Background: an optimization exercise with open tools, aiming at small area. Do not read the settings as production practice.
The RTL was checked by simulation tests, not by an equivalence proof against the original design.

$ cat config.mk
export PLATFORM = sky130hd
export DESIGN_NAME = processing_element
export DESIGN_NICKNAME = processing_element
export VERILOG_FILES = /design/flow/design.v
export SDC_FILE = /design/flow/constraint.sdc
export NUM_CORES = 4
export LEC_CHECK = 0
export CAP_MARGIN = 0
export CORE_MARGIN = 2
export CORE_UTILIZATION = 40
export SLEW_MARGIN = 0
export SYNTH_HIERARCHICAL = 1
$ cat constraint.sdc
create_clock -name core_clock -period 8.0 [get_ports {clk}]
set_input_delay 1.6000 -clock core_clock [delete_from_list [all_inputs] [get_ports {clk}]]
set_output_delay 1.6000 -clock core_clock [all_outputs]
set_load 0.01 [all_outputs]
$ cat design.v
module processing_element (
    input clk, reset,
    input [15:0] in_a, in_b,
    output reg [15:0] out_a, out_b,
    output reg [31:0] acc
);
  wire [15:0] na, nb;
  pe_inv16 u_ia (.a(in_a), .y(na));
  pe_inv16 u_ib (.a(in_b), .y(nb));
  wire pp_0_0 = ~(na[0] | nb[0]);
  wire pp_0_1 = ~(na[0] | nb[1]);
  wire pp_0_2 = ~(na[0] | nb[2]);
  wire pp_0_3 = ~(na[0] | nb[3]);
  wire pp_0_4 = ~(na[0] | nb[4]);
  wire pp_0_5 = ~(na[0] | nb[5]);
  wire pp_0_6 = ~(na[0] | nb[6]);
  wire pp_0_7 = ~(na[0] | nb[7]);
  wire pp_0_8 = ~(na[0] | nb[8]);
  wire pp_0_9 = ~(na[0] | nb[9]);
  wire pp_0_10 = ~(na[0] | nb[10]);
  wire pp_0_11 = ~(na[0] | nb[11]);
  wire pp_0_12 = ~(na[0] | nb[12]);
  wire pp_0_13 = ~(na[0] | nb[13]);
  wire pp_0_14 = ~(na[0] | nb[14]);
  wire pp_0_15 = ~(na[0] | nb[15]);
  wire pp_1_0 = ~(na[1] | nb[0]);
  wire pp_1_1 = ~(na[1] | nb[1]);
  wire pp_1_2 = ~(na[1] | nb[2]);
  wire pp_1_3 = ~(na[1] | nb[3]);
  wire pp_1_4 = ~(na[1] | nb[4]);
  wire pp_1_5 = ~(na[1] | nb[5]);
  wire pp_1_6 = ~(na[1] | nb[6]);
  wire pp_1_7 = ~(na[1] | nb[7]);
  wire pp_1_8 = ~(na[1] | nb[8]);
  wire pp_1_9 = ~(na[1] | nb[9]);
  wire pp_1_10 = ~(na[1] | nb[10]);
  wire pp_1_11 = ~(na[1] | nb[11]);
  wire pp_1_12 = ~(na[1] | nb[12]);
  wire pp_1_13 = ~(na[1] | nb[13]);
  wire pp_1_14 = ~(na[1] | nb[14]);
  wire pp_1_15 = ~(na[1] | nb[15]);
  wire pp_2_0 = ~(na[2] | nb[0]);
  wire pp_2_1 = ~(na[2] | nb[1]);
  wire pp_2_2 = ~(na[2] | nb[2]);
  wire pp_2_3 = ~(na[2] | nb[3]);
  wire pp_2_4 = ~(na[2] | nb[4]);
  wire pp_2_5 = ~(na[2] | nb[5]);
  wire pp_2_6 = ~(na[2] | nb[6]);
  wire pp_2_7 = ~(na[2] | nb[7]);
  wire pp_2_8 = ~(na[2] | nb[8]);
  wire pp_2_9 = ~(na[2] | nb[9]);
  wire pp_2_10 = ~(na[2] | nb[10]);
  wire pp_2_11 = ~(na[2] | nb[11]);
  wire pp_2_12 = ~(na[2] | nb[12]);
  wire pp_2_13 = ~(na[2] | nb[13]);
  wire pp_2_14 = ~(na[2] | nb[14]);
  wire pp_2_15 = ~(na[2] | nb[15]);
  wire pp_3_0 = ~(na[3] | nb[0]);
  wire pp_3_1 = ~(na[3] | nb[1]);
  wire pp_3_2 = ~(na[3] | nb[2]);
  wire pp_3_3 = ~(na[3] | nb[3]);
  wire pp_3_4 = ~(na[3] | nb[4]);
  wire pp_3_5 = ~(na[3] | nb[5]);
  wire pp_3_6 = ~(na[3] | nb[6]);
  wire pp_3_7 = ~(na[3] | nb[7]);
  wire pp_3_8 = ~(na[3] | nb[8]);
  wire pp_3_9 = ~(na[3] | nb[9]);
  wire pp_3_10 = ~(na[3] | nb[10]);
  wire pp_3_11 = ~(na[3] | nb[11]);
  wire pp_3_12 = ~(na[3] | nb[12]);
  wire pp_3_13 = ~(na[3] | nb[13]);
  wire pp_3_14 = ~(na[3] | nb[14]);
  wire pp_3_15 = ~(na[3] | nb[15]);
  wire pp_4_0 = ~(na[4] | nb[0]);
  wire pp_4_1 = ~(na[4] | nb[1]);
  wire pp_4_2 = ~(na[4] | nb[2]);
  wire pp_4_3 = ~(na[4] | nb[3]);
  wire pp_4_4 = ~(na[4] | nb[4]);
  wire pp_4_5 = ~(na[4] | nb[5]);
  wire pp_4_6 = ~(na[4] | nb[6]);
  wire pp_4_7 = ~(na[4] | nb[7]);
  wire pp_4_8 = ~(na[4] | nb[8]);
  wire pp_4_9 = ~(na[4] | nb[9]);
  wire pp_4_10 = ~(na[4] | nb[10]);
  wire pp_4_11 = ~(na[4] | nb[11]);
  wire pp_4_12 = ~(na[4] | nb[12]);
  wire pp_4_13 = ~(na[4] | nb[13]);
  wire pp_4_14 = ~(na[4] | nb[14]);
  wire pp_4_15 = ~(na[4] | nb[15]);
  wire pp_5_0 = ~(na[5] | nb[0]);
  wire pp_5_1 = ~(na[5] | nb[1]);
  wire pp_5_2 = ~(na[5] | nb[2]);
  wire pp_5_3 = ~(na[5] | nb[3]);
  wire pp_5_4 = ~(na[5] | nb[4]);
  wire pp_5_5 = ~(na[5] | nb[5]);
  wire pp_5_6 = ~(na[5] | nb[6]);
  wire pp_5_7 = ~(na[5] | nb[7]);
  wire pp_5_8 = ~(na[5] | nb[8]);
  wire pp_5_9 = ~(na[5] | nb[9]);
  wire pp_5_10 = ~(na[5] | nb[10]);
  wire pp_5_11 = ~(na[5] | nb[11]);
  wire pp_5_12 = ~(na[5] | nb[12]);
  wire pp_5_13 = ~(na[5] | nb[13]);
  wire pp_5_14 = ~(na[5] | nb[14]);
  wire pp_5_15 = ~(na[5] | nb[15]);
  wire pp_6_0 = ~(na[6] | nb[0]);
  wire pp_6_1 = ~(na[6] | nb[1]);
  wire pp_6_2 = ~(na[6] | nb[2]);
  wire pp_6_3 = ~(na[6] | nb[3]);
  wire pp_6_4 = ~(na[6] | nb[4]);
  wire pp_6_5 = ~(na[6] | nb[5]);
  wire pp_6_6 = ~(na[6] | nb[6]);
  wire pp_6_7 = ~(na[6] | nb[7]);
  wire pp_6_8 = ~(na[6] | nb[8]);
  wire pp_6_9 = ~(na[6] | nb[9]);
  wire pp_6_10 = ~(na[6] | nb[10]);
  wire pp_6_11 = ~(na[6] | nb[11]);
  wire pp_6_12 = ~(na[6] | nb[12]);
  wire pp_6_13 = ~(na[6] | nb[13]);
  wire pp_6_14 = ~(na[6] | nb[14]);
  wire pp_6_15 = ~(na[6] | nb[15]);
  wire pp_7_0 = ~(na[7] | nb[0]);
  wire pp_7_1 = ~(na[7] | nb[1]);
  wire pp_7_2 = ~(na[7] | nb[2]);
  wire pp_7_3 = ~(na[7] | nb[3]);
  wire pp_7_4 = ~(na[7] | nb[4]);
  wire pp_7_5 = ~(na[7] | nb[5]);
  wire pp_7_6 = ~(na[7] | nb[6]);
  wire pp_7_7 = ~(na[7] | nb[7]);
  wire pp_7_8 = ~(na[7] | nb[8]);
  wire pp_7_9 = ~(na[7] | nb[9]);
  wire pp_7_10 = ~(na[7] | nb[10]);
  wire pp_7_11 = ~(na[7] | nb[11]);
  wire pp_7_12 = ~(na[7] | nb[12]);
  wire pp_7_13 = ~(na[7] | nb[13]);
  wire pp_7_14 = ~(na[7] | nb[14]);
  wire pp_7_15 = ~(na[7] | nb[15]);
  wire pp_8_0 = ~(na[8] | nb[0]);
  wire pp_8_1 = ~(na[8] | nb[1]);
  wire pp_8_2 = ~(na[8] | nb[2]);
  wire pp_8_3 = ~(na[8] | nb[3]);
  wire pp_8_4 = ~(na[8] | nb[4]);
  wire pp_8_5 = ~(na[8] | nb[5]);
  wire pp_8_6 = ~(na[8] | nb[6]);
  wire pp_8_7 = ~(na[8] | nb[7]);
  wire pp_8_8 = ~(na[8] | nb[8]);
  wire pp_8_9 = ~(na[8] | nb[9]);
  wire pp_8_10 = ~(na[8] | nb[10]);
  wire pp_8_11 = ~(na[8] | nb[11]);
  wire pp_8_12 = ~(na[8] | nb[12]);
  wire pp_8_13 = ~(na[8] | nb[13]);
  wire pp_8_14 = ~(na[8] | nb[14]);
  wire pp_8_15 = ~(na[8] | nb[15]);
  wire pp_9_0 = ~(na[9] | nb[0]);
  wire pp_9_1 = ~(na[9] | nb[1]);
  wire pp_9_2 = ~(na[9] | nb[2]);
  wire pp_9_3 = ~(na[9] | nb[3]);
  wire pp_9_4 = ~(na[9] | nb[4]);
  wire pp_9_5 = ~(na[9] | nb[5]);
  wire pp_9_6 = ~(na[9] | nb[6]);
  wire pp_9_7 = ~(na[9] | nb[7]);
  wire pp_9_8 = ~(na[9] | nb[8]);
  wire pp_9_9 = ~(na[9] | nb[9]);
  wire pp_9_10 = ~(na[9] | nb[10]);
  wire pp_9_11 = ~(na[9] | nb[11]);
  wire pp_9_12 = ~(na[9] | nb[12]);
  wire pp_9_13 = ~(na[9] | nb[13]);
  wire pp_9_14 = ~(na[9] | nb[14]);
  wire pp_9_15 = ~(na[9] | nb[15]);
  wire pp_10_0 = ~(na[10] | nb[0]);
  wire pp_10_1 = ~(na[10] | nb[1]);
  wire pp_10_2 = ~(na[10] | nb[2]);
  wire pp_10_3 = ~(na[10] | nb[3]);
  wire pp_10_4 = ~(na[10] | nb[4]);
  wire pp_10_5 = ~(na[10] | nb[5]);
  wire pp_10_6 = ~(na[10] | nb[6]);
  wire pp_10_7 = ~(na[10] | nb[7]);
  wire pp_10_8 = ~(na[10] | nb[8]);
  wire pp_10_9 = ~(na[10] | nb[9]);
  wire pp_10_10 = ~(na[10] | nb[10]);
  wire pp_10_11 = ~(na[10] | nb[11]);
  wire pp_10_12 = ~(na[10] | nb[12]);
  wire pp_10_13 = ~(na[10] | nb[13]);
  wire pp_10_14 = ~(na[10] | nb[14]);
  wire pp_10_15 = ~(na[10] | nb[15]);
  wire pp_11_0 = ~(na[11] | nb[0]);
  wire pp_11_1 = ~(na[11] | nb[1]);
  wire pp_11_2 = ~(na[11] | nb[2]);
  wire pp_11_3 = ~(na[11] | nb[3]);
  wire pp_11_4 = ~(na[11] | nb[4]);
  wire pp_11_5 = ~(na[11] | nb[5]);
  wire pp_11_6 = ~(na[11] | nb[6]);
  wire pp_11_7 = ~(na[11] | nb[7]);
  wire pp_11_8 = ~(na[11] | nb[8]);
  wire pp_11_9 = ~(na[11] | nb[9]);
  wire pp_11_10 = ~(na[11] | nb[10]);
  wire pp_11_11 = ~(na[11] | nb[11]);
  wire pp_11_12 = ~(na[11] | nb[12]);
  wire pp_11_13 = ~(na[11] | nb[13]);
  wire pp_11_14 = ~(na[11] | nb[14]);
  wire pp_11_15 = ~(na[11] | nb[15]);
  wire pp_12_0 = ~(na[12] | nb[0]);
  wire pp_12_1 = ~(na[12] | nb[1]);
  wire pp_12_2 = ~(na[12] | nb[2]);
  wire pp_12_3 = ~(na[12] | nb[3]);
  wire pp_12_4 = ~(na[12] | nb[4]);
  wire pp_12_5 = ~(na[12] | nb[5]);
  wire pp_12_6 = ~(na[12] | nb[6]);
  wire pp_12_7 = ~(na[12] | nb[7]);
  wire pp_12_8 = ~(na[12] | nb[8]);
  wire pp_12_9 = ~(na[12] | nb[9]);
  wire pp_12_10 = ~(na[12] | nb[10]);
  wire pp_12_11 = ~(na[12] | nb[11]);
  wire pp_12_12 = ~(na[12] | nb[12]);
  wire pp_12_13 = ~(na[12] | nb[13]);
  wire pp_12_14 = ~(na[12] | nb[14]);
  wire pp_12_15 = ~(na[12] | nb[15]);
  wire pp_13_0 = ~(na[13] | nb[0]);
  wire pp_13_1 = ~(na[13] | nb[1]);
  wire pp_13_2 = ~(na[13] | nb[2]);
  wire pp_13_3 = ~(na[13] | nb[3]);
  wire pp_13_4 = ~(na[13] | nb[4]);
  wire pp_13_5 = ~(na[13] | nb[5]);
  wire pp_13_6 = ~(na[13] | nb[6]);
  wire pp_13_7 = ~(na[13] | nb[7]);
  wire pp_13_8 = ~(na[13] | nb[8]);
  wire pp_13_9 = ~(na[13] | nb[9]);
  wire pp_13_10 = ~(na[13] | nb[10]);
  wire pp_13_11 = ~(na[13] | nb[11]);
  wire pp_13_12 = ~(na[13] | nb[12]);
  wire pp_13_13 = ~(na[13] | nb[13]);
  wire pp_13_14 = ~(na[13] | nb[14]);
  wire pp_13_15 = ~(na[13] | nb[15]);
  wire pp_14_0 = ~(na[14] | nb[0]);
  wire pp_14_1 = ~(na[14] | nb[1]);
  wire pp_14_2 = ~(na[14] | nb[2]);
  wire pp_14_3 = ~(na[14] | nb[3]);
  wire pp_14_4 = ~(na[14] | nb[4]);
  wire pp_14_5 = ~(na[14] | nb[5]);
  wire pp_14_6 = ~(na[14] | nb[6]);
  wire pp_14_7 = ~(na[14] | nb[7]);
  wire pp_14_8 = ~(na[14] | nb[8]);
  wire pp_14_9 = ~(na[14] | nb[9]);
  wire pp_14_10 = ~(na[14] | nb[10]);
  wire pp_14_11 = ~(na[14] | nb[11]);
  wire pp_14_12 = ~(na[14] | nb[12]);
  wire pp_14_13 = ~(na[14] | nb[13]);
  wire pp_14_14 = ~(na[14] | nb[14]);
  wire pp_14_15 = ~(na[14] | nb[15]);
  wire pp_15_0 = ~(na[15] | nb[0]);
  wire pp_15_1 = ~(na[15] | nb[1]);
  wire pp_15_2 = ~(na[15] | nb[2]);
  wire pp_15_3 = ~(na[15] | nb[3]);
  wire pp_15_4 = ~(na[15] | nb[4]);
  wire pp_15_5 = ~(na[15] | nb[5]);
  wire pp_15_6 = ~(na[15] | nb[6]);
  wire pp_15_7 = ~(na[15] | nb[7]);
  wire pp_15_8 = ~(na[15] | nb[8]);
  wire pp_15_9 = ~(na[15] | nb[9]);
  wire pp_15_10 = ~(na[15] | nb[10]);
  wire pp_15_11 = ~(na[15] | nb[11]);
  wire pp_15_12 = ~(na[15] | nb[12]);
  wire pp_15_13 = ~(na[15] | nb[13]);
  wire pp_15_14 = ~(na[15] | nb[14]);
  wire pp_15_15 = ~(na[15] | nb[15]);
  wire s1, c2;
  pe_ha u_s1 (.a(acc[12]), .b(pp_0_12), .s(s1), .co(c2));
  wire s3, c4;
  pe_fa u_s3 (.a(acc[13]), .b(pp_0_13), .c(pp_1_12), .s(s3), .co(c4));
  wire s5, c6;
  pe_ha u_s5 (.a(pp_2_11), .b(pp_3_10), .s(s5), .co(c6));
  wire s7, c8;
  pe_fa u_s7 (.a(acc[14]), .b(pp_0_14), .c(pp_1_13), .s(s7), .co(c8));
  wire s9, c10;
  pe_fa u_s9 (.a(pp_2_12), .b(pp_3_11), .c(pp_4_10), .s(s9), .co(c10));
  wire s11, c12;
  pe_ha u_s11 (.a(pp_5_9), .b(pp_6_8), .s(s11), .co(c12));
  wire s13, c14;
  pe_fa u_s13 (.a(acc[15]), .b(pp_0_15), .c(pp_1_14), .s(s13), .co(c14));
  wire s15, c16;
  pe_fa u_s15 (.a(pp_2_13), .b(pp_3_12), .c(pp_4_11), .s(s15), .co(c16));
  wire s17, c18;
  pe_fa u_s17 (.a(pp_5_10), .b(pp_6_9), .c(pp_7_8), .s(s17), .co(c18));
  wire s19, c20;
  pe_ha u_s19 (.a(pp_8_7), .b(pp_9_6), .s(s19), .co(c20));
  wire s21, c22;
  pe_fa u_s21 (.a(acc[16]), .b(pp_1_15), .c(pp_2_14), .s(s21), .co(c22));
  wire s23, c24;
  pe_fa u_s23 (.a(pp_3_13), .b(pp_4_12), .c(pp_5_11), .s(s23), .co(c24));
  wire s25, c26;
  pe_fa u_s25 (.a(pp_6_10), .b(pp_7_9), .c(pp_8_8), .s(s25), .co(c26));
  wire s27, c28;
  pe_ha u_s27 (.a(pp_9_7), .b(pp_10_6), .s(s27), .co(c28));
  wire s29, c30;
  pe_fa u_s29 (.a(acc[17]), .b(pp_2_15), .c(pp_3_14), .s(s29), .co(c30));
  wire s31, c32;
  pe_fa u_s31 (.a(pp_4_13), .b(pp_5_12), .c(pp_6_11), .s(s31), .co(c32));
  wire s33, c34;
  pe_fa u_s33 (.a(pp_7_10), .b(pp_8_9), .c(pp_9_8), .s(s33), .co(c34));
  wire s35, c36;
  pe_fa u_s35 (.a(acc[18]), .b(pp_3_15), .c(pp_4_14), .s(s35), .co(c36));
  wire s37, c38;
  pe_fa u_s37 (.a(pp_5_13), .b(pp_6_12), .c(pp_7_11), .s(s37), .co(c38));
  wire s39, c40;
  pe_fa u_s39 (.a(acc[19]), .b(pp_4_15), .c(pp_5_14), .s(s39), .co(c40));
  wire s41, c42;
  pe_ha u_s41 (.a(acc[8]), .b(pp_0_8), .s(s41), .co(c42));
  wire s43, c44;
  pe_fa u_s43 (.a(acc[9]), .b(pp_0_9), .c(pp_1_8), .s(s43), .co(c44));
  wire s45, c46;
  pe_ha u_s45 (.a(pp_2_7), .b(pp_3_6), .s(s45), .co(c46));
  wire s47, c48;
  pe_fa u_s47 (.a(acc[10]), .b(pp_0_10), .c(pp_1_9), .s(s47), .co(c48));
  wire s49, c50;
  pe_fa u_s49 (.a(pp_2_8), .b(pp_3_7), .c(pp_4_6), .s(s49), .co(c50));
  wire s51, c52;
  pe_ha u_s51 (.a(pp_5_5), .b(pp_6_4), .s(s51), .co(c52));
  wire s53, c54;
  pe_fa u_s53 (.a(acc[11]), .b(pp_0_11), .c(pp_1_10), .s(s53), .co(c54));
  wire s55, c56;
  pe_fa u_s55 (.a(pp_2_9), .b(pp_3_8), .c(pp_4_7), .s(s55), .co(c56));
  wire s57, c58;
  pe_fa u_s57 (.a(pp_5_6), .b(pp_6_5), .c(pp_7_4), .s(s57), .co(c58));
  wire s59, c60;
  pe_ha u_s59 (.a(pp_8_3), .b(pp_9_2), .s(s59), .co(c60));
  wire s61, c62;
  pe_fa u_s61 (.a(pp_1_11), .b(pp_2_10), .c(pp_3_9), .s(s61), .co(c62));
  wire s63, c64;
  pe_fa u_s63 (.a(pp_4_8), .b(pp_5_7), .c(pp_6_6), .s(s63), .co(c64));
  wire s65, c66;
  pe_fa u_s65 (.a(pp_7_5), .b(pp_8_4), .c(pp_9_3), .s(s65), .co(c66));
  wire s67, c68;
  pe_fa u_s67 (.a(pp_10_2), .b(pp_11_1), .c(pp_12_0), .s(s67), .co(c68));
  wire s69, c70;
  pe_fa u_s69 (.a(pp_4_9), .b(pp_5_8), .c(pp_6_7), .s(s69), .co(c70));
  wire s71, c72;
  pe_fa u_s71 (.a(pp_7_6), .b(pp_8_5), .c(pp_9_4), .s(s71), .co(c72));
  wire s73, c74;
  pe_fa u_s73 (.a(pp_10_3), .b(pp_11_2), .c(pp_12_1), .s(s73), .co(c74));
  wire s75, c76;
  pe_fa u_s75 (.a(pp_13_0), .b(c2), .c(s5), .s(s75), .co(c76));
  wire s77, c78;
  pe_fa u_s77 (.a(pp_7_7), .b(pp_8_6), .c(pp_9_5), .s(s77), .co(c78));
  wire s79, c80;
  pe_fa u_s79 (.a(pp_10_4), .b(pp_11_3), .c(pp_12_2), .s(s79), .co(c80));
  wire s81, c82;
  pe_fa u_s81 (.a(pp_13_1), .b(pp_14_0), .c(c6), .s(s81), .co(c82));
  wire s83, c84;
  pe_fa u_s83 (.a(s11), .b(c4), .c(c70), .s(s83), .co(c84));
  wire s85, c86;
  pe_fa u_s85 (.a(pp_10_5), .b(pp_11_4), .c(pp_12_3), .s(s85), .co(c86));
  wire s87, c88;
  pe_fa u_s87 (.a(pp_13_2), .b(pp_14_1), .c(pp_15_0), .s(s87), .co(c88));
  wire s89, c90;
  pe_fa u_s89 (.a(c12), .b(s19), .c(c8), .s(s89), .co(c90));
  wire s91, c92;
  pe_fa u_s91 (.a(c10), .b(c78), .c(c80), .s(s91), .co(c92));
  wire s93, c94;
  pe_fa u_s93 (.a(pp_11_5), .b(pp_12_4), .c(pp_13_3), .s(s93), .co(c94));
  wire s95, c96;
  pe_fa u_s95 (.a(pp_14_2), .b(pp_15_1), .c(c20), .s(s95), .co(c96));
  wire s97, c98;
  pe_fa u_s97 (.a(s27), .b(c14), .c(c16), .s(s97), .co(c98));
  wire s99, c100;
  pe_fa u_s99 (.a(c18), .b(c86), .c(c88), .s(s99), .co(c100));
  wire s101, c102;
  pe_fa u_s101 (.a(pp_10_7), .b(pp_11_6), .c(pp_12_5), .s(s101), .co(c102));
  wire s103, c104;
  pe_fa u_s103 (.a(pp_13_4), .b(pp_14_3), .c(pp_15_2), .s(s103), .co(c104));
  wire s105, c106;
  pe_fa u_s105 (.a(c28), .b(c22), .c(c24), .s(s105), .co(c106));
  wire s107, c108;
  pe_fa u_s107 (.a(c26), .b(c94), .c(s29), .s(s107), .co(c108));
  wire s109, c110;
  pe_fa u_s109 (.a(pp_8_10), .b(pp_9_9), .c(pp_10_8), .s(s109), .co(c110));
  wire s111, c112;
  pe_fa u_s111 (.a(pp_11_7), .b(pp_12_6), .c(pp_13_5), .s(s111), .co(c112));
  wire s113, c114;
  pe_fa u_s113 (.a(pp_14_4), .b(pp_15_3), .c(c30), .s(s113), .co(c114));
  wire s115, c116;
  pe_fa u_s115 (.a(c32), .b(c34), .c(c102), .s(s115), .co(c116));
  wire s117, c118;
  pe_fa u_s117 (.a(pp_6_13), .b(pp_7_12), .c(pp_8_11), .s(s117), .co(c118));
  wire s119, c120;
  pe_fa u_s119 (.a(pp_9_10), .b(pp_10_9), .c(pp_11_8), .s(s119), .co(c120));
  wire s121, c122;
  pe_fa u_s121 (.a(pp_12_7), .b(pp_13_6), .c(pp_14_5), .s(s121), .co(c122));
  wire s123, c124;
  pe_fa u_s123 (.a(pp_15_4), .b(c36), .c(c38), .s(s123), .co(c124));
  wire s125, c126;
  pe_fa u_s125 (.a(acc[20]), .b(pp_5_15), .c(pp_6_14), .s(s125), .co(c126));
  wire s127, c128;
  pe_fa u_s127 (.a(pp_7_13), .b(pp_8_12), .c(pp_9_11), .s(s127), .co(c128));
  wire s129, c130;
  pe_fa u_s129 (.a(pp_10_10), .b(pp_11_9), .c(pp_12_8), .s(s129), .co(c130));
  wire s131, c132;
  pe_fa u_s131 (.a(pp_13_7), .b(pp_14_6), .c(pp_15_5), .s(s131), .co(c132));
  wire s133, c134;
  pe_fa u_s133 (.a(acc[21]), .b(pp_6_15), .c(pp_7_14), .s(s133), .co(c134));
  wire s135, c136;
  pe_fa u_s135 (.a(pp_8_13), .b(pp_9_12), .c(pp_10_11), .s(s135), .co(c136));
  wire s137, c138;
  pe_fa u_s137 (.a(pp_11_10), .b(pp_12_9), .c(pp_13_8), .s(s137), .co(c138));
  wire s139, c140;
  pe_fa u_s139 (.a(acc[22]), .b(pp_7_15), .c(pp_8_14), .s(s139), .co(c140));
  wire s141, c142;
  pe_fa u_s141 (.a(pp_9_13), .b(pp_10_12), .c(pp_11_11), .s(s141), .co(c142));
  wire s143, c144;
  pe_fa u_s143 (.a(acc[23]), .b(pp_8_15), .c(pp_9_14), .s(s143), .co(c144));
  wire s145, c146;
  pe_ha u_s145 (.a(acc[5]), .b(pp_0_5), .s(s145), .co(c146));
  wire s147, c148;
  pe_fa u_s147 (.a(acc[6]), .b(pp_0_6), .c(pp_1_5), .s(s147), .co(c148));
  wire s149, c150;
  pe_ha u_s149 (.a(pp_2_4), .b(pp_3_3), .s(s149), .co(c150));
  wire s151, c152;
  pe_fa u_s151 (.a(acc[7]), .b(pp_0_7), .c(pp_1_6), .s(s151), .co(c152));
  wire s153, c154;
  pe_fa u_s153 (.a(pp_2_5), .b(pp_3_4), .c(pp_4_3), .s(s153), .co(c154));
  wire s155, c156;
  pe_ha u_s155 (.a(pp_5_2), .b(pp_6_1), .s(s155), .co(c156));
  wire s157, c158;
  pe_fa u_s157 (.a(pp_1_7), .b(pp_2_6), .c(pp_3_5), .s(s157), .co(c158));
  wire s159, c160;
  pe_fa u_s159 (.a(pp_4_4), .b(pp_5_3), .c(pp_6_2), .s(s159), .co(c160));
  wire s161, c162;
  pe_fa u_s161 (.a(pp_7_1), .b(pp_8_0), .c(c156), .s(s161), .co(c162));
  wire s163, c164;
  pe_fa u_s163 (.a(pp_4_5), .b(pp_5_4), .c(pp_6_3), .s(s163), .co(c164));
  wire s165, c166;
  pe_fa u_s165 (.a(pp_7_2), .b(pp_8_1), .c(pp_9_0), .s(s165), .co(c166));
  wire s167, c168;
  pe_fa u_s167 (.a(c42), .b(s45), .c(c158), .s(s167), .co(c168));
  wire s169, c170;
  pe_fa u_s169 (.a(pp_7_3), .b(pp_8_2), .c(pp_9_1), .s(s169), .co(c170));
  wire s171, c172;
  pe_fa u_s171 (.a(pp_10_0), .b(c46), .c(s51), .s(s171), .co(c172));
  wire s173, c174;
  pe_fa u_s173 (.a(c44), .b(c164), .c(c166), .s(s173), .co(c174));
  wire s175, c176;
  pe_fa u_s175 (.a(pp_10_1), .b(pp_11_0), .c(c52), .s(s175), .co(c176));
  wire s177, c178;
  pe_fa u_s177 (.a(s59), .b(c48), .c(c50), .s(s177), .co(c178));
  wire s179, c180;
  pe_fa u_s179 (.a(c170), .b(s53), .c(s55), .s(s179), .co(c180));
  wire s181, c182;
  pe_fa u_s181 (.a(c60), .b(s1), .c(c54), .s(s181), .co(c182));
  wire s183, c184;
  pe_fa u_s183 (.a(c56), .b(c58), .c(s61), .s(s183), .co(c184));
  wire s185, c186;
  pe_fa u_s185 (.a(s63), .b(s65), .c(s67), .s(s185), .co(c186));
  wire s187, c188;
  pe_fa u_s187 (.a(c62), .b(c64), .c(c66), .s(s187), .co(c188));
  wire s189, c190;
  pe_fa u_s189 (.a(c68), .b(s3), .c(s69), .s(s189), .co(c190));
  wire s191, c192;
  pe_fa u_s191 (.a(s71), .b(s73), .c(s75), .s(s191), .co(c192));
  wire s193, c194;
  pe_fa u_s193 (.a(c72), .b(c74), .c(s7), .s(s193), .co(c194));
  wire s195, c196;
  pe_fa u_s195 (.a(s9), .b(s77), .c(s79), .s(s195), .co(c196));
  wire s197, c198;
  pe_fa u_s197 (.a(s81), .b(c76), .c(c188), .s(s197), .co(c198));
  wire s199, c200;
  pe_fa u_s199 (.a(s13), .b(s15), .c(s17), .s(s199), .co(c200));
  wire s201, c202;
  pe_fa u_s201 (.a(s85), .b(s87), .c(c82), .s(s201), .co(c202));
  wire s203, c204;
  pe_fa u_s203 (.a(c84), .b(c194), .c(c196), .s(s203), .co(c204));
  wire s205, c206;
  pe_fa u_s205 (.a(s21), .b(s23), .c(s25), .s(s205), .co(c206));
  wire s207, c208;
  pe_fa u_s207 (.a(s93), .b(s95), .c(c90), .s(s207), .co(c208));
  wire s209, c210;
  pe_fa u_s209 (.a(c92), .b(c200), .c(s97), .s(s209), .co(c210));
  wire s211, c212;
  pe_fa u_s211 (.a(s31), .b(s33), .c(s101), .s(s211), .co(c212));
  wire s213, c214;
  pe_fa u_s213 (.a(s103), .b(c96), .c(c98), .s(s213), .co(c214));
  wire s215, c216;
  pe_fa u_s215 (.a(c100), .b(c206), .c(s105), .s(s215), .co(c216));
  wire s217, c218;
  pe_fa u_s217 (.a(c104), .b(s35), .c(s37), .s(s217), .co(c218));
  wire s219, c220;
  pe_fa u_s219 (.a(s109), .b(s111), .c(c106), .s(s219), .co(c220));
  wire s221, c222;
  pe_fa u_s221 (.a(c108), .b(c212), .c(s113), .s(s221), .co(c222));
  wire s223, c224;
  pe_fa u_s223 (.a(c110), .b(c112), .c(s39), .s(s223), .co(c224));
  wire s225, c226;
  pe_fa u_s225 (.a(s117), .b(s119), .c(s121), .s(s225), .co(c226));
  wire s227, c228;
  pe_fa u_s227 (.a(c114), .b(c116), .c(c218), .s(s227), .co(c228));
  wire s229, c230;
  pe_fa u_s229 (.a(c40), .b(c118), .c(c120), .s(s229), .co(c230));
  wire s231, c232;
  pe_fa u_s231 (.a(c122), .b(s125), .c(s127), .s(s231), .co(c232));
  wire s233, c234;
  pe_fa u_s233 (.a(s129), .b(s131), .c(c124), .s(s233), .co(c234));
  wire s235, c236;
  pe_fa u_s235 (.a(pp_14_7), .b(pp_15_6), .c(c126), .s(s235), .co(c236));
  wire s237, c238;
  pe_fa u_s237 (.a(c128), .b(c130), .c(c132), .s(s237), .co(c238));
  wire s239, c240;
  pe_fa u_s239 (.a(s133), .b(s135), .c(s137), .s(s239), .co(c240));
  wire s241, c242;
  pe_fa u_s241 (.a(pp_12_10), .b(pp_13_9), .c(pp_14_8), .s(s241), .co(c242));
  wire s243, c244;
  pe_fa u_s243 (.a(pp_15_7), .b(c134), .c(c136), .s(s243), .co(c244));
  wire s245, c246;
  pe_fa u_s245 (.a(c138), .b(s139), .c(s141), .s(s245), .co(c246));
  wire s247, c248;
  pe_fa u_s247 (.a(pp_10_13), .b(pp_11_12), .c(pp_12_11), .s(s247), .co(c248));
  wire s249, c250;
  pe_fa u_s249 (.a(pp_13_10), .b(pp_14_9), .c(pp_15_8), .s(s249), .co(c250));
  wire s251, c252;
  pe_fa u_s251 (.a(c140), .b(c142), .c(c242), .s(s251), .co(c252));
  wire s253, c254;
  pe_fa u_s253 (.a(acc[24]), .b(pp_9_15), .c(pp_10_14), .s(s253), .co(c254));
  wire s255, c256;
  pe_fa u_s255 (.a(pp_11_13), .b(pp_12_12), .c(pp_13_11), .s(s255), .co(c256));
  wire s257, c258;
  pe_fa u_s257 (.a(pp_14_10), .b(pp_15_9), .c(c144), .s(s257), .co(c258));
  wire s259, c260;
  pe_fa u_s259 (.a(acc[25]), .b(pp_10_15), .c(pp_11_14), .s(s259), .co(c260));
  wire s261, c262;
  pe_fa u_s261 (.a(pp_12_13), .b(pp_13_12), .c(pp_14_11), .s(s261), .co(c262));
  wire s263, c264;
  pe_fa u_s263 (.a(acc[26]), .b(pp_11_15), .c(pp_12_14), .s(s263), .co(c264));
  wire s265, c266;
  pe_ha u_s265 (.a(acc[3]), .b(pp_0_3), .s(s265), .co(c266));
  wire s267, c268;
  pe_fa u_s267 (.a(acc[4]), .b(pp_0_4), .c(pp_1_3), .s(s267), .co(c268));
  wire s269, c270;
  pe_ha u_s269 (.a(pp_2_2), .b(pp_3_1), .s(s269), .co(c270));
  wire s271, c272;
  pe_fa u_s271 (.a(pp_1_4), .b(pp_2_3), .c(pp_3_2), .s(s271), .co(c272));
  wire s273, c274;
  pe_fa u_s273 (.a(pp_4_1), .b(pp_5_0), .c(c270), .s(s273), .co(c274));
  wire s275, c276;
  pe_fa u_s275 (.a(pp_4_2), .b(pp_5_1), .c(pp_6_0), .s(s275), .co(c276));
  wire s277, c278;
  pe_fa u_s277 (.a(c146), .b(s149), .c(c272), .s(s277), .co(c278));
  wire s279, c280;
  pe_fa u_s279 (.a(pp_7_0), .b(c150), .c(s155), .s(s279), .co(c280));
  wire s281, c282;
  pe_fa u_s281 (.a(c148), .b(c276), .c(s151), .s(s281), .co(c282));
  wire s283, c284;
  pe_fa u_s283 (.a(s41), .b(c152), .c(c154), .s(s283), .co(c284));
  wire s285, c286;
  pe_fa u_s285 (.a(s157), .b(s159), .c(s161), .s(s285), .co(c286));
  wire s287, c288;
  pe_fa u_s287 (.a(c160), .b(s43), .c(s163), .s(s287), .co(c288));
  wire s289, c290;
  pe_fa u_s289 (.a(s165), .b(c162), .c(c284), .s(s289), .co(c290));
  wire s291, c292;
  pe_fa u_s291 (.a(s47), .b(s49), .c(s169), .s(s291), .co(c292));
  wire s293, c294;
  pe_fa u_s293 (.a(s171), .b(c168), .c(c288), .s(s293), .co(c294));
  wire s295, c296;
  pe_fa u_s295 (.a(s57), .b(s175), .c(c172), .s(s295), .co(c296));
  wire s297, c298;
  pe_fa u_s297 (.a(c174), .b(c292), .c(s177), .s(s297), .co(c298));
  wire s299, c300;
  pe_fa u_s299 (.a(c176), .b(c178), .c(c180), .s(s299), .co(c300));
  wire s301, c302;
  pe_fa u_s301 (.a(s181), .b(s183), .c(s185), .s(s301), .co(c302));
  wire s303, c304;
  pe_fa u_s303 (.a(c182), .b(c184), .c(c186), .s(s303), .co(c304));
  wire s305, c306;
  pe_fa u_s305 (.a(s187), .b(s189), .c(s191), .s(s305), .co(c306));
  wire s307, c308;
  pe_fa u_s307 (.a(c190), .b(s83), .c(s193), .s(s307), .co(c308));
  wire s309, c310;
  pe_fa u_s309 (.a(s195), .b(c192), .c(s197), .s(s309), .co(c310));
  wire s311, c312;
  pe_fa u_s311 (.a(s89), .b(s91), .c(s199), .s(s311), .co(c312));
  wire s313, c314;
  pe_fa u_s313 (.a(s201), .b(c198), .c(c308), .s(s313), .co(c314));
  wire s315, c316;
  pe_fa u_s315 (.a(s99), .b(s205), .c(c202), .s(s315), .co(c316));
  wire s317, c318;
  pe_fa u_s317 (.a(c204), .b(s207), .c(c312), .s(s317), .co(c318));
  wire s319, c320;
  pe_fa u_s319 (.a(s107), .b(s211), .c(c208), .s(s319), .co(c320));
  wire s321, c322;
  pe_fa u_s321 (.a(s213), .b(c210), .c(s215), .s(s321), .co(c322));
  wire s323, c324;
  pe_fa u_s323 (.a(s115), .b(s217), .c(c214), .s(s323), .co(c324));
  wire s325, c326;
  pe_fa u_s325 (.a(s219), .b(c216), .c(s221), .s(s325), .co(c326));
  wire s327, c328;
  pe_fa u_s327 (.a(s123), .b(s223), .c(s225), .s(s327), .co(c328));
  wire s329, c330;
  pe_fa u_s329 (.a(c220), .b(c222), .c(s227), .s(s329), .co(c330));
  wire s331, c332;
  pe_fa u_s331 (.a(c224), .b(c226), .c(s229), .s(s331), .co(c332));
  wire s333, c334;
  pe_fa u_s333 (.a(s231), .b(c228), .c(s233), .s(s333), .co(c334));
  wire s335, c336;
  pe_fa u_s335 (.a(c230), .b(c232), .c(s235), .s(s335), .co(c336));
  wire s337, c338;
  pe_fa u_s337 (.a(s237), .b(s239), .c(c234), .s(s337), .co(c338));
  wire s339, c340;
  pe_fa u_s339 (.a(s241), .b(c236), .c(c238), .s(s339), .co(c340));
  wire s341, c342;
  pe_fa u_s341 (.a(c240), .b(s243), .c(s245), .s(s341), .co(c342));
  wire s343, c344;
  pe_fa u_s343 (.a(s143), .b(s247), .c(s249), .s(s343), .co(c344));
  wire s345, c346;
  pe_fa u_s345 (.a(c244), .b(c246), .c(s251), .s(s345), .co(c346));
  wire s347, c348;
  pe_fa u_s347 (.a(c248), .b(c250), .c(s253), .s(s347), .co(c348));
  wire s349, c350;
  pe_fa u_s349 (.a(s255), .b(c252), .c(c344), .s(s349), .co(c350));
  wire s351, c352;
  pe_fa u_s351 (.a(pp_15_10), .b(c254), .c(c256), .s(s351), .co(c352));
  wire s353, c354;
  pe_fa u_s353 (.a(s259), .b(s261), .c(c258), .s(s353), .co(c354));
  wire s355, c356;
  pe_fa u_s355 (.a(pp_13_13), .b(pp_14_12), .c(pp_15_11), .s(s355), .co(c356));
  wire s357, c358;
  pe_fa u_s357 (.a(c260), .b(c262), .c(s263), .s(s357), .co(c358));
  wire s359, c360;
  pe_fa u_s359 (.a(acc[27]), .b(pp_12_15), .c(pp_13_14), .s(s359), .co(c360));
  wire s361, c362;
  pe_fa u_s361 (.a(pp_14_13), .b(pp_15_12), .c(c264), .s(s361), .co(c362));
  wire s363, c364;
  pe_fa u_s363 (.a(acc[28]), .b(pp_13_15), .c(pp_14_14), .s(s363), .co(c364));
  wire s365, c366;
  pe_ha u_s365 (.a(acc[2]), .b(pp_0_2), .s(s365), .co(c366));
  wire s367, c368;
  pe_fa u_s367 (.a(pp_1_2), .b(pp_2_1), .c(pp_3_0), .s(s367), .co(c368));
  wire s369, c370;
  pe_fa u_s369 (.a(pp_4_0), .b(c266), .c(s269), .s(s369), .co(c370));
  wire s371, c372;
  pe_fa u_s371 (.a(s145), .b(c268), .c(s271), .s(s371), .co(c372));
  wire s373, c374;
  pe_fa u_s373 (.a(s147), .b(s275), .c(c274), .s(s373), .co(c374));
  wire s375, c376;
  pe_fa u_s375 (.a(s153), .b(s279), .c(c278), .s(s375), .co(c376));
  wire s377, c378;
  pe_fa u_s377 (.a(c280), .b(c282), .c(s283), .s(s377), .co(c378));
  wire s379, c380;
  pe_fa u_s379 (.a(s167), .b(s287), .c(c286), .s(s379), .co(c380));
  wire s381, c382;
  pe_fa u_s381 (.a(s173), .b(s291), .c(c290), .s(s381), .co(c382));
  wire s383, c384;
  pe_fa u_s383 (.a(s179), .b(s295), .c(c294), .s(s383), .co(c384));
  wire s385, c386;
  pe_fa u_s385 (.a(c296), .b(c298), .c(s299), .s(s385), .co(c386));
  wire s387, c388;
  pe_fa u_s387 (.a(c300), .b(c302), .c(s303), .s(s387), .co(c388));
  wire s389, c390;
  pe_fa u_s389 (.a(c304), .b(s307), .c(c306), .s(s389), .co(c390));
  wire s391, c392;
  pe_fa u_s391 (.a(s203), .b(s311), .c(c310), .s(s391), .co(c392));
  wire s393, c394;
  pe_fa u_s393 (.a(s209), .b(s315), .c(c314), .s(s393), .co(c394));
  wire s395, c396;
  pe_fa u_s395 (.a(c316), .b(s319), .c(c318), .s(s395), .co(c396));
  wire s397, c398;
  pe_fa u_s397 (.a(c320), .b(s323), .c(c322), .s(s397), .co(c398));
  wire s399, c400;
  pe_fa u_s399 (.a(s327), .b(c324), .c(c326), .s(s399), .co(c400));
  wire s401, c402;
  pe_fa u_s401 (.a(c328), .b(s331), .c(c330), .s(s401), .co(c402));
  wire s403, c404;
  pe_fa u_s403 (.a(c332), .b(s335), .c(c334), .s(s403), .co(c404));
  wire s405, c406;
  pe_fa u_s405 (.a(s339), .b(c336), .c(s341), .s(s405), .co(c406));
  wire s407, c408;
  pe_fa u_s407 (.a(s343), .b(c340), .c(c342), .s(s407), .co(c408));
  wire s409, c410;
  pe_fa u_s409 (.a(s257), .b(s347), .c(c346), .s(s409), .co(c410));
  wire s411, c412;
  pe_fa u_s411 (.a(c348), .b(s351), .c(c350), .s(s411), .co(c412));
  wire s413, c414;
  pe_fa u_s413 (.a(s355), .b(c352), .c(s357), .s(s413), .co(c414));
  wire s415, c416;
  pe_fa u_s415 (.a(c356), .b(s359), .c(c358), .s(s415), .co(c416));
  wire s417, c418;
  pe_fa u_s417 (.a(pp_15_13), .b(c360), .c(s363), .s(s417), .co(c418));
  wire s419, c420;
  pe_fa u_s419 (.a(acc[29]), .b(pp_14_15), .c(pp_15_14), .s(s419), .co(c420));
  wire s421, c422;
  pe_ha u_s421 (.a(acc[1]), .b(pp_0_1), .s(s421), .co(c422));
  wire s423, c424;
  pe_fa u_s423 (.a(pp_1_1), .b(pp_2_0), .c(c422), .s(s423), .co(c424));
  wire s425, c426;
  pe_fa u_s425 (.a(c366), .b(s265), .c(s367), .s(s425), .co(c426));
  wire s427, c428;
  pe_fa u_s427 (.a(c368), .b(s267), .c(s369), .s(s427), .co(c428));
  wire s429, c430;
  pe_fa u_s429 (.a(s273), .b(c370), .c(s371), .s(s429), .co(c430));
  wire s431, c432;
  pe_fa u_s431 (.a(c372), .b(s277), .c(s373), .s(s431), .co(c432));
  wire s433, c434;
  pe_fa u_s433 (.a(s281), .b(c374), .c(s375), .s(s433), .co(c434));
  wire s435, c436;
  pe_fa u_s435 (.a(s285), .b(c376), .c(s377), .s(s435), .co(c436));
  wire s437, c438;
  pe_fa u_s437 (.a(s289), .b(c378), .c(s379), .s(s437), .co(c438));
  wire s439, c440;
  pe_fa u_s439 (.a(s293), .b(c380), .c(s381), .s(s439), .co(c440));
  wire s441, c442;
  pe_fa u_s441 (.a(s297), .b(c382), .c(s383), .s(s441), .co(c442));
  wire s443, c444;
  pe_fa u_s443 (.a(s301), .b(c384), .c(s385), .s(s443), .co(c444));
  wire s445, c446;
  pe_fa u_s445 (.a(s305), .b(c386), .c(s387), .s(s445), .co(c446));
  wire s447, c448;
  pe_fa u_s447 (.a(s309), .b(c388), .c(s389), .s(s447), .co(c448));
  wire s449, c450;
  pe_fa u_s449 (.a(s313), .b(c390), .c(s391), .s(s449), .co(c450));
  wire s451, c452;
  pe_fa u_s451 (.a(s317), .b(c392), .c(s393), .s(s451), .co(c452));
  wire s453, c454;
  pe_fa u_s453 (.a(s321), .b(c394), .c(s395), .s(s453), .co(c454));
  wire s455, c456;
  pe_fa u_s455 (.a(s325), .b(c396), .c(s397), .s(s455), .co(c456));
  wire s457, c458;
  pe_fa u_s457 (.a(s329), .b(c398), .c(s399), .s(s457), .co(c458));
  wire s459, c460;
  pe_fa u_s459 (.a(s333), .b(c400), .c(s401), .s(s459), .co(c460));
  wire s461, c462;
  pe_fa u_s461 (.a(s337), .b(s403), .c(c402), .s(s461), .co(c462));
  wire s463, c464;
  pe_fa u_s463 (.a(c338), .b(s405), .c(c404), .s(s463), .co(c464));
  wire s465, c466;
  pe_fa u_s465 (.a(s345), .b(c406), .c(s407), .s(s465), .co(c466));
  wire s467, c468;
  pe_fa u_s467 (.a(s349), .b(c408), .c(s409), .s(s467), .co(c468));
  wire s469, c470;
  pe_fa u_s469 (.a(s353), .b(c410), .c(s411), .s(s469), .co(c470));
  wire s471, c472;
  pe_fa u_s471 (.a(c354), .b(s413), .c(c412), .s(s471), .co(c472));
  wire s473, c474;
  pe_fa u_s473 (.a(s361), .b(c414), .c(s415), .s(s473), .co(c474));
  wire s475, c476;
  pe_fa u_s475 (.a(c362), .b(s417), .c(c416), .s(s475), .co(c476));
  wire s477, c478;
  pe_fa u_s477 (.a(c364), .b(s419), .c(c418), .s(s477), .co(c478));
  wire s479, c480;
  pe_fa u_s479 (.a(acc[30]), .b(pp_15_15), .c(c420), .s(s479), .co(c480));
  wire s481;
  assign s481 = acc[31] ^ c480;
  wire s482, c483;
  pe_ha u_s482 (.a(pp_0_0), .b(acc[0]), .s(s482), .co(c483));
  wire s484, c485;
  pe_fa u_s484 (.a(pp_1_0), .b(s421), .c(c483), .s(s484), .co(c485));
  wire s486, c487;
  pe_fa u_s486 (.a(s365), .b(s423), .c(c485), .s(s486), .co(c487));
  wire s488, c489;
  pe_fa u_s488 (.a(c424), .b(s425), .c(c487), .s(s488), .co(c489));
  wire s490, c491;
  pe_fa u_s490 (.a(c426), .b(s427), .c(c489), .s(s490), .co(c491));
  wire s492, c493;
  pe_fa u_s492 (.a(c428), .b(s429), .c(c491), .s(s492), .co(c493));
  wire s494, c495;
  pe_fa u_s494 (.a(c430), .b(s431), .c(c493), .s(s494), .co(c495));
  wire g496 = c495;
  wire p497 = 1'b0;
  wire g498 = c432 & s433;
  wire p499 = c432 ^ s433;
  wire g500 = c434 & s435;
  wire p501 = c434 ^ s435;
  wire g502 = c436 & s437;
  wire p503 = c436 ^ s437;
  wire g504 = c438 & s439;
  wire p505 = c438 ^ s439;
  wire g506 = c440 & s441;
  wire p507 = c440 ^ s441;
  wire g508 = c442 & s443;
  wire p509 = c442 ^ s443;
  wire g510 = c444 & s445;
  wire p511 = c444 ^ s445;
  wire g512 = c446 & s447;
  wire p513 = c446 ^ s447;
  wire g514 = c448 & s449;
  wire p515 = c448 ^ s449;
  wire g516 = c450 & s451;
  wire p517 = c450 ^ s451;
  wire g518 = c452 & s453;
  wire p519 = c452 ^ s453;
  wire g520 = c454 & s455;
  wire p521 = c454 ^ s455;
  wire g522 = c456 & s457;
  wire p523 = c456 ^ s457;
  wire g524 = c458 & s459;
  wire p525 = c458 ^ s459;
  wire g526 = c460 & s461;
  wire p527 = c460 ^ s461;
  wire g528 = c462 & s463;
  wire p529 = c462 ^ s463;
  wire g530 = c464 & s465;
  wire p531 = c464 ^ s465;
  wire g532 = c466 & s467;
  wire p533 = c466 ^ s467;
  wire g534 = c468 & s469;
  wire p535 = c468 ^ s469;
  wire g536 = c470 & s471;
  wire p537 = c470 ^ s471;
  wire g538 = c472 & s473;
  wire p539 = c472 ^ s473;
  wire g540 = c474 & s475;
  wire p541 = c474 ^ s475;
  wire g542 = c476 & s477;
  wire p543 = c476 ^ s477;
  wire g544 = c478 & s479;
  wire p545 = c478 ^ s479;
  wire G546 = g498 | (p499 & g496);
  wire G547 = g502 | (p503 & g500);
  wire P548 = p503 & p501;
  wire G549 = g506 | (p507 & g504);
  wire P550 = p507 & p505;
  wire G551 = g510 | (p511 & g508);
  wire P552 = p511 & p509;
  wire G553 = g514 | (p515 & g512);
  wire P554 = p515 & p513;
  wire G555 = g518 | (p519 & g516);
  wire P556 = p519 & p517;
  wire G557 = g522 | (p523 & g520);
  wire P558 = p523 & p521;
  wire G559 = g526 | (p527 & g524);
  wire P560 = p527 & p525;
  wire G561 = g530 | (p531 & g528);
  wire P562 = p531 & p529;
  wire G563 = g534 | (p535 & g532);
  wire P564 = p535 & p533;
  wire G565 = g538 | (p539 & g536);
  wire P566 = p539 & p537;
  wire G567 = g542 | (p543 & g540);
  wire P568 = p543 & p541;
  wire G569 = G547 | (P548 & G546);
  wire G570 = G551 | (P552 & G549);
  wire P571 = P552 & P550;
  wire G572 = G555 | (P556 & G553);
  wire P573 = P556 & P554;
  wire G574 = G559 | (P560 & G557);
  wire P575 = P560 & P558;
  wire G576 = G563 | (P564 & G561);
  wire P577 = P564 & P562;
  wire G578 = G567 | (P568 & G565);
  wire P579 = P568 & P566;
  wire G580 = G570 | (P571 & G569);
  wire G581 = G574 | (P575 & G572);
  wire P582 = P575 & P573;
  wire G583 = G578 | (P579 & G576);
  wire P584 = P579 & P577;
  wire G585 = G581 | (P582 & G580);
  wire G586 = G583 | (P584 & G585);
  wire G587 = G572 | (P573 & G580);
  wire G588 = G576 | (P577 & G585);
  wire G589 = G549 | (P550 & G569);
  wire G590 = G553 | (P554 & G580);
  wire G591 = G557 | (P558 & G587);
  wire G592 = G561 | (P562 & G585);
  wire G593 = G565 | (P566 & G588);
  wire G594 = g500 | (p501 & G546);
  wire G595 = g504 | (p505 & G569);
  wire G596 = g508 | (p509 & G589);
  wire G597 = g512 | (p513 & G580);
  wire G598 = g516 | (p517 & G590);
  wire G599 = g520 | (p521 & G587);
  wire G600 = g524 | (p525 & G591);
  wire G601 = g528 | (p529 & G585);
  wire G602 = g532 | (p533 & G592);
  wire G603 = g536 | (p537 & G588);
  wire G604 = g540 | (p541 & G593);
  wire G605 = g544 | (p545 & G586);
  wire o606 = p499 ^ g496;
  wire o607 = p501 ^ G546;
  wire o608 = p503 ^ G594;
  wire o609 = p505 ^ G569;
  wire o610 = p507 ^ G595;
  wire o611 = p509 ^ G589;
  wire o612 = p511 ^ G596;
  wire o613 = p513 ^ G580;
  wire o614 = p515 ^ G597;
  wire o615 = p517 ^ G590;
  wire o616 = p519 ^ G598;
  wire o617 = p521 ^ G587;
  wire o618 = p523 ^ G599;
  wire o619 = p525 ^ G591;
  wire o620 = p527 ^ G600;
  wire o621 = p529 ^ G585;
  wire o622 = p531 ^ G601;
  wire o623 = p533 ^ G592;
  wire o624 = p535 ^ G602;
  wire o625 = p537 ^ G588;
  wire o626 = p539 ^ G603;
  wire o627 = p541 ^ G593;
  wire o628 = p543 ^ G604;
  wire o629 = p545 ^ G586;
  wire o630 = s481 ^ G605;
  wire [31:0] nxt;
  assign nxt[0] = s482;
  assign nxt[1] = s484;
  assign nxt[2] = s486;
  assign nxt[3] = s488;
  assign nxt[4] = s490;
  assign nxt[5] = s492;
  assign nxt[6] = s494;
  assign nxt[7] = o606;
  assign nxt[8] = o607;
  assign nxt[9] = o608;
  assign nxt[10] = o609;
  assign nxt[11] = o610;
  assign nxt[12] = o611;
  assign nxt[13] = o612;
  assign nxt[14] = o613;
  assign nxt[15] = o614;
  assign nxt[16] = o615;
  assign nxt[17] = o616;
  assign nxt[18] = o617;
  assign nxt[19] = o618;
  assign nxt[20] = o619;
  assign nxt[21] = o620;
  assign nxt[22] = o621;
  assign nxt[23] = o622;
  assign nxt[24] = o623;
  assign nxt[25] = o624;
  assign nxt[26] = o625;
  assign nxt[27] = o626;
  assign nxt[28] = o627;
  assign nxt[29] = o628;
  assign nxt[30] = o629;
  assign nxt[31] = o630;
  always @(posedge clk or posedge reset) begin
    if (reset) begin
      acc <= 32'b0; out_a <= 16'b0; out_b <= 16'b0;
    end else begin
      acc <= nxt;
      out_a <= in_a; out_b <= in_b;
    end
  end
endmodule
module pe_fa (input a, b, c, output s, co);
  assign s = a ^ b ^ c;
  assign co = (a & b) | (a & c) | (b & c);
endmodule
module pe_ha (input a, b, output s, co);
  assign s = a ^ b;
  assign co = a & b;
endmodule
module pe_inv16 (input [15:0] a, output [15:0] y);
  assign y = ~a;
endmodule
$ cat flow/run.sh
#!/bin/bash
# Standard ORFS layout, with smaller port buffers and no CTS dummy loads.
set -euo pipefail
export BUFFER_PORTS_ARGS="-buffer_cell sky130_fd_sc_hd__buf_1"
export CTS_ARGS="-sink_clustering_enable -repair_clock_nets -dont_use_dummy_load"
bash standard.sh > flow_make.log 2>&1
$ cat standard.sh
#!/bin/bash
# synth_recipe.tcl (not shown) runs the flow's synth.tcl, then flattens the netlist and writes it again
# the make line also repeats each setting of config.mk as NAME=value (left out here)
make -C /OpenROAD-flow-scripts/flow DESIGN_CONFIG=/design/flow/config.mk WORK_HOME=/design/flow/orfs CLKGATE_MAP_FILE= SYNTH_SCRIPT=/design/flow/synth_recipe.tcl "${@:-finish}"
==> reports/results.ini, run 1 <==
[route]
drtPass1Iterations = 6
viasPerCell = 5.18
ant_nets = 0
vias = 5826
wl_um = 23200
drt-initial-drc-count = 336
drc = 0
wl_per_cell_um = 20.6

[yosys]
yosysTopAreaCell = fa_1
synth_seq_cells = 64
synth.area.top_cells = fa_1 56%, dfrtp_1 18%, nor2_1 11%
synth_top_area_share_pct = 55.6
synthesis.instances = 774
synth_area_um2 = 8750
yosysUniqueCellTypes = 29
synthesis.nets = 1090
yosys_warnings = 7
ys_seq_area_share_pct = 18.3
syn_area_per_cell_um2 = 11.3

[sta]
setup_violations = 0
rsz0062_at_grt = false
min_period_over_period_pct = 87.1
maxSlewHeadroom_pct = 43.0
fmax_ghz = 0.144
final.setup_skew_ps = 18.9
worstMarginPinSlew_ps = 854
finalHoldViolations = 0
setup_tns_ps = 0
drv_slew = 0
fin_crit_ps = 6970

[clock_tree]
ctsHoldBuffers = 0
clock_latency_ps = 350
cts_max_level = 3
path_clk_slew_ps = 60
numCtsBuffers = 9
cts_setup_buffers = 0
cts.path.max_buffers = 2
clockRootBuffer = clkbuf_16
cts_tree = done
cts.sinks = 64
cts_resized = 0

[floorplan]
initial_core_util_pct = 40.5
core_area_um2 = 21600
die_w_um = 152
die_area_um2 = 23100
die_h_um = 152
io_pins = 98
rows = 54

[setup_path]
cp_slowest_cell = fa_1
cpLargestDelayFamily = adder cells
critPathCaptureType = flip-flop
crit_fanout = 16
cp-start-kind = input port
critPathArrivalTime_ps = 7180
crit_required_ps = 8220
worst_path_most_repeated_cell = fa_1
critPathBufInv = 2
r2r_slack_ps = 2470
slowest_delay_ps = 450
path_cells = buf_1 -> inv_1 -> nor2_1 -> ha_1 -> fa_1 -> fa_1 -> fa_1 -> fa_1 -> fa_1 -> fa_1 -> fa_1 -> a211oi_2 -> o211a_1 -> and4bb_1 -> a211oi_2 -> a311oi_2 -> fa_1 -> xnor2_1
path_class = input port to flip-flop

[grt]
first_global_vias = 6808
track_usage_pct = 21.6
grt_pass1_wl_um = 38000
grt_overflow_total = 0
grt_max_degree = 65
antenna_found_initial = 0

[placed_design]
detailedPlacementHpwl_um = 18600
portBuffers = 97
place_area_um2 = 9450
place_congestion = 0.843

[cells_and_area]
area_delta_synth_final_pct = 10.5
antenna_cells = 0
stdcell_area_um2 = 9670
utilization_pct = 44.7
drive_above_1_share_pct = 5.21
fillers = 2024
fin_nets = 1163

[outcome]
status = complete, no violations

[hold_path]
min_path_type = flip-flop to flip-flop

[run]
maxCapViolations = 0

[routing by layer]
metal  GRT usage [%]  share of wire, %
met1            27.7                39
met2            36.6                50
met3            3.65               6.4
met4            9.12               4.6
met5               0                 0
[Yosys stat by module, one instance, submodules excluded]
module,cells inside,copies in the design
pe_ha,1,17
pe_fa,1,230
processing_element,495,1
pe_inv16,16,2
[metrics by stage]
step           setup slack, ps  std cells  hold WS, ps
2_1_floorplan             1270        774          532
3_3_place_gp               701       1116          478
3_5_place_dp               707       1116          483
4_1_cts                   1030       1125          514
5_1_grt                    759       1125          526
6_report                  1030       1125          510
[sequential cells by signal, summed over array words and instances (netlist names)]
name   count
out_a     16
acc       32
out_b     16
[cell families after synthesis]
family	Yosys count	synth area share [%]
AO/OA/AOI/OAI	28	2.43
flip-flops	64	18.3
buffers and inverters	112	4.80
AND/OR/NAND/NOR	275	12.0
adder cells (fa/ha/maj)	282	61.1
XOR/XNOR	13	1.30
[layout make-up]
type,instances,area [um2],area share [%]
clock buffers,9,225,2.33
inverters,48,180,1.86
multi-input cells,598,6730,69.6
flip-flops and latches,64,1600,16.6
well taps,280,350,3.62
repair buffers,126,582,6.02
[cell usage after synthesis]
master,instances
fa_1,243
nor2_1,261
o21bai_1,1
ha_1,39
and2_1,1
clkbuf_1,57
nor3_1,1
a21o_1,1
nand2_1,7
o211a_1,1
a31oi_1,1
xor2_1,7
nor2b_1,1
and4bb_1,1
nand4_1,2
o221ai_4,1
a311oi_2,1
buf_1,7
o211ai_1,1
a21oi_1,11
o211ai_2,1
nand3_1,1
inv_1,48
dfrtp_1,64
o21ai_1,4
o21ai_0,1
a211oi_2,2
o21a_1,2
xnor2_1,6
[worst paths after layout]
kind | start | depth (start not counted) | to
max in group asynchronous | reset | 3 | acc[25]
worst max register to register | acc[1] | 15 | acc[31]
worst max-delay path | in_b[1] | 18 | acc[31]
worst min register to register | acc[0] | 1 | acc[0]
min in group asynchronous | reset | 3 | acc[8]
worst min-delay path | acc[0] | 1 | acc[0]
[layout by cell type, fill, tap and decap left out, types with 2 or more instances in the layout]
| master | Yosys | routed |
|---|---|---|
| buf_4 | 0 | 29 |
| inv_1 | 48 | 47 |
| a21oi_1 | 11 | 11 |
| o21a_1 | 2 | 2 |
| clkbuf_16 | 0 | 9 |
| ha_1 | 39 | 39 |
| nand2_1 | 7 | 7 |
| nand4_1 | 2 | 2 |
| xor2_1 | 7 | 7 |
| dfrtp_1 | 64 | 64 |
| o21ai_1 | 4 | 4 |
| buf_1 | 7 | 97 |
| xnor2_1 | 6 | 6 |
| nor2_1 | 261 | 261 |
| a211oi_2 | 2 | 2 |
| fa_1 | 243 | 243 |
==> run 2, diff against run 1 <==
--- a/config.mk
+++ b/config.mk
@@ -9,4 +9,6 @@
 export CORE_MARGIN = 2
 export CORE_UTILIZATION = 40
+export CTS_BUF_LIST = sky130_fd_sc_hd__clkbuf_2
+export GPL_TIMING_DRIVEN = 0
 export SLEW_MARGIN = 0
 export SYNTH_HIERARCHICAL = 1
==> reports/results.ini, run 2 <==
[floorplan]
rows = 54
die_w_um = 152
initial_core_util_pct = 40.5
io_pins = 98
core_area_um2 = 21600
die_area_um2 = 23100
die_h_um = 152

[yosys]
synthFlopType = dfrtp_1
synthesis.instances = 774
yosysMostFrequentCell = nor2_1
synth-async-reset-ratio_pct = 100
synthTopCellsByCount = 261 x nor2_1, 243 x fa_1, 64 x dfrtp_1, 57 x clkbuf_1, 48 x inv_1
synthesis.nets = 1090
syn_area_per_cell_um2 = 11.3
synth.area.top_cells = fa_1 56%, dfrtp_1 18%, nor2_1 11%
synth_area_um2 = 8750
yosys_warnings = 7
synth_seq_cells = 64
synth_edf_count = 0
ys_seq_area_share_pct = 18.3
yosysTopAreaCell = fa_1
yosysUniqueCellTypes = 29
synth_top_area_share_pct = 55.6

[sta]
setup_violations = 0
fmax_ghz = 0.133
rsz0062_at_grt = false
finalHoldViolations = 0
final.setup_skew_ps = 3.78
drv_slew = 0
setup_tns_ps = 0
worstMarginPinSlew_ps = 831
timing.hold.ws_ps = 517
min_period_over_period_pct = 94.1
fin_crit_ps = 7530
maxSlewHeadroom_pct = 44.6

[placed_design]
place_congestion = 0.916
detailedPlacementHpwl_um = 19300
place_area_um2 = 9470
portBuffers = 97

[setup_path]
cp-startpoint = in_b[1]
critPathCaptureType = flip-flop
worstReg2RegStart = acc[1]
crit_required_ps = 8230
path_class = input port to flip-flop
crit_fanout = 10
critPathArrivalTime_ps = 7760
cp-start-kind = input port

[cells_and_area]
final_cell_mix = 261 x nor2_1, 243 x fa_1, 104 x buf_1
largest_reg_flops = 32
area_delta_synth_final_pct = 10.8
fin_nets = 1198
top_regs = acc (32), out_a (16), out_b (16)
final_common_cell = nor2_1
antenna_cells = 0
top_register = acc
drive_above_1_share_pct = 1.70
stdcell_area_um2 = 9700
fillers = 2040

[route]
vias = 5955
viasPerCell = 5.13
drtPass1Iterations = 7
wl_um = 23900
drc = 0
wl_per_cell_um = 20.6
ant_nets = 0
drt-initial-drc-count = 397

[hold_path]
min-delay-start = acc[0]
min_path_type = flip-flop to flip-flop

[clock_tree]
cts_tree = done
cts.path.max_buffers = 2
clockRootBuffer = clkbuf_16
cts_max_level = 3
cts_setup_buffers = 0
path_clk_slew_ps = 50
cts_resized = 0
clock_latency_ps = 340
cts.sinks = 64
numCtsBuffers = 9
ctsHoldBuffers = 0

[grt]
grt_max_degree = 65
first_global_vias = 7000
track_usage_pct = 22.4
grt_pass1_wl_um = 39400
antenna_found_initial = 0
grt_overflow_total = 0

[run]
maxCapViolations = 0

[outcome]
status = complete, no violations

run 2: cell counts after synthesis:
No cell type changed its count.
run 2: worst paths after layout:
check / endpoint / slack [ps] / depth (start not counted)
min reg2reg: acc[0] / 520 / 1
max: acc[31] / 470 / 20
min in group asynchronous: acc[4] / 1420 / 2
max reg2reg: acc[31] / 2280 / 15
min: acc[0] / 520 / 1
max in group asynchronous: acc[22] / 6040 / 2
run 2: per-layer routing:
metal / vias to the layer above / share of wire, % / global-route usage (%)
met5: - / 0 / 0
met4: 0 / 3.1 / 7.43
met3: 43 / 5.4 / 3.76
met2: 222 / 51 / 37.9
met1: 3171 / 41 / 29.7
li1: 2519 / - / -
run 2: kinds of logic (layout without fill, tap and decap cells):
family	count (synthesis)	after routing	synth area share (%)
AO/OA/AOI/OAI	28	28	2.43
XOR/XNOR	13	13	1.30
adder cells (fa/ha/maj)	282	282	61.1
buffers and inverters	112	218	4.80
flip-flops	64	64	18.3
AND/OR/NAND/NOR	275	275	12.0
run 2: metrics by stage:
step                worst slack (ps)  util (%)  cells
floorplan                       1270         -    774
global placement                 193      43.8   1151
detailed placement               184      43.8   1151
CTS                              487      44.8   1160
global route                     170      44.8   1160
finish                           469      44.8   1160
run 2: final cells by class:
cell class,instances,area (um2),area share [%]
tap,280,350,3.61
inverter,48,183,1.88
buffer,64,240,2.48
sequential,64,1600,16.5
multi-input combinational,598,6730,69.4
clock buffer,9,225,2.32
timing repair buffer,97,364,3.75
run 2: worst max-delay path: stages:
cell	delay, ps
buf_1	90
inv_1	50
clkbuf_1	290
clkbuf_1	460
nor2_1	100
ha_1	320
fa_1	430
fa_1	410
fa_1	430
fa_1	400
fa_1	400
fa_1	410
fa_1	440
a211oi_2	290
o211a_1	330
and4bb_1	240
a211oi_2	350
a311oi_2	180
fa_1	410
xnor2_1	140
run 2: modules after synthesis (local to each module, per instance):
module / flip-flops and latches / cells inside / cell area, um2
pe_ha: 0 / 1 / 12.5
pe_fa: 0 / 1 / 20.0
processing_element: 64 / 495 / 3820
pe_inv16: 0 / 16 / 60.1

-- afterwards: timing with drivers on the ports --
The flow's constraints put no driver on any port. The routed layouts listed below were extracted and timed again, unchanged, in two steps.
Step 1: set_driving_cell puts a clkbuf_16 on clk and a buf_2 on each other input, an assumption about the parent block.
Step 2, shift: input delay + t, output delay - t, t = (earliest + latest rising clock arrival at the registers) / 2. This alone moves slack from input paths to output paths.
a / b / c = no drivers / after step 1 / after step 2; a / b = the first two.
run	t, ns	slack for setup (ns)	worst hold slack (ns)	worst setup path after step 2	clock arrival spread, ns
run 1	0.385	1.034 / 1.055 / 0.670	0.510 / 0.510 / 0.510	input to register	0.019 / 0.019
run 2	0.388	0.469 / 0.494 / 0.106	0.517 / 0.517 / 0.517	input to register	0.004 / 0.004
After both steps every run listed still meets setup and hold. The setup slack of run 1, which loses most, moves by +0.021 ns with the drivers and by -0.364 ns with both steps.
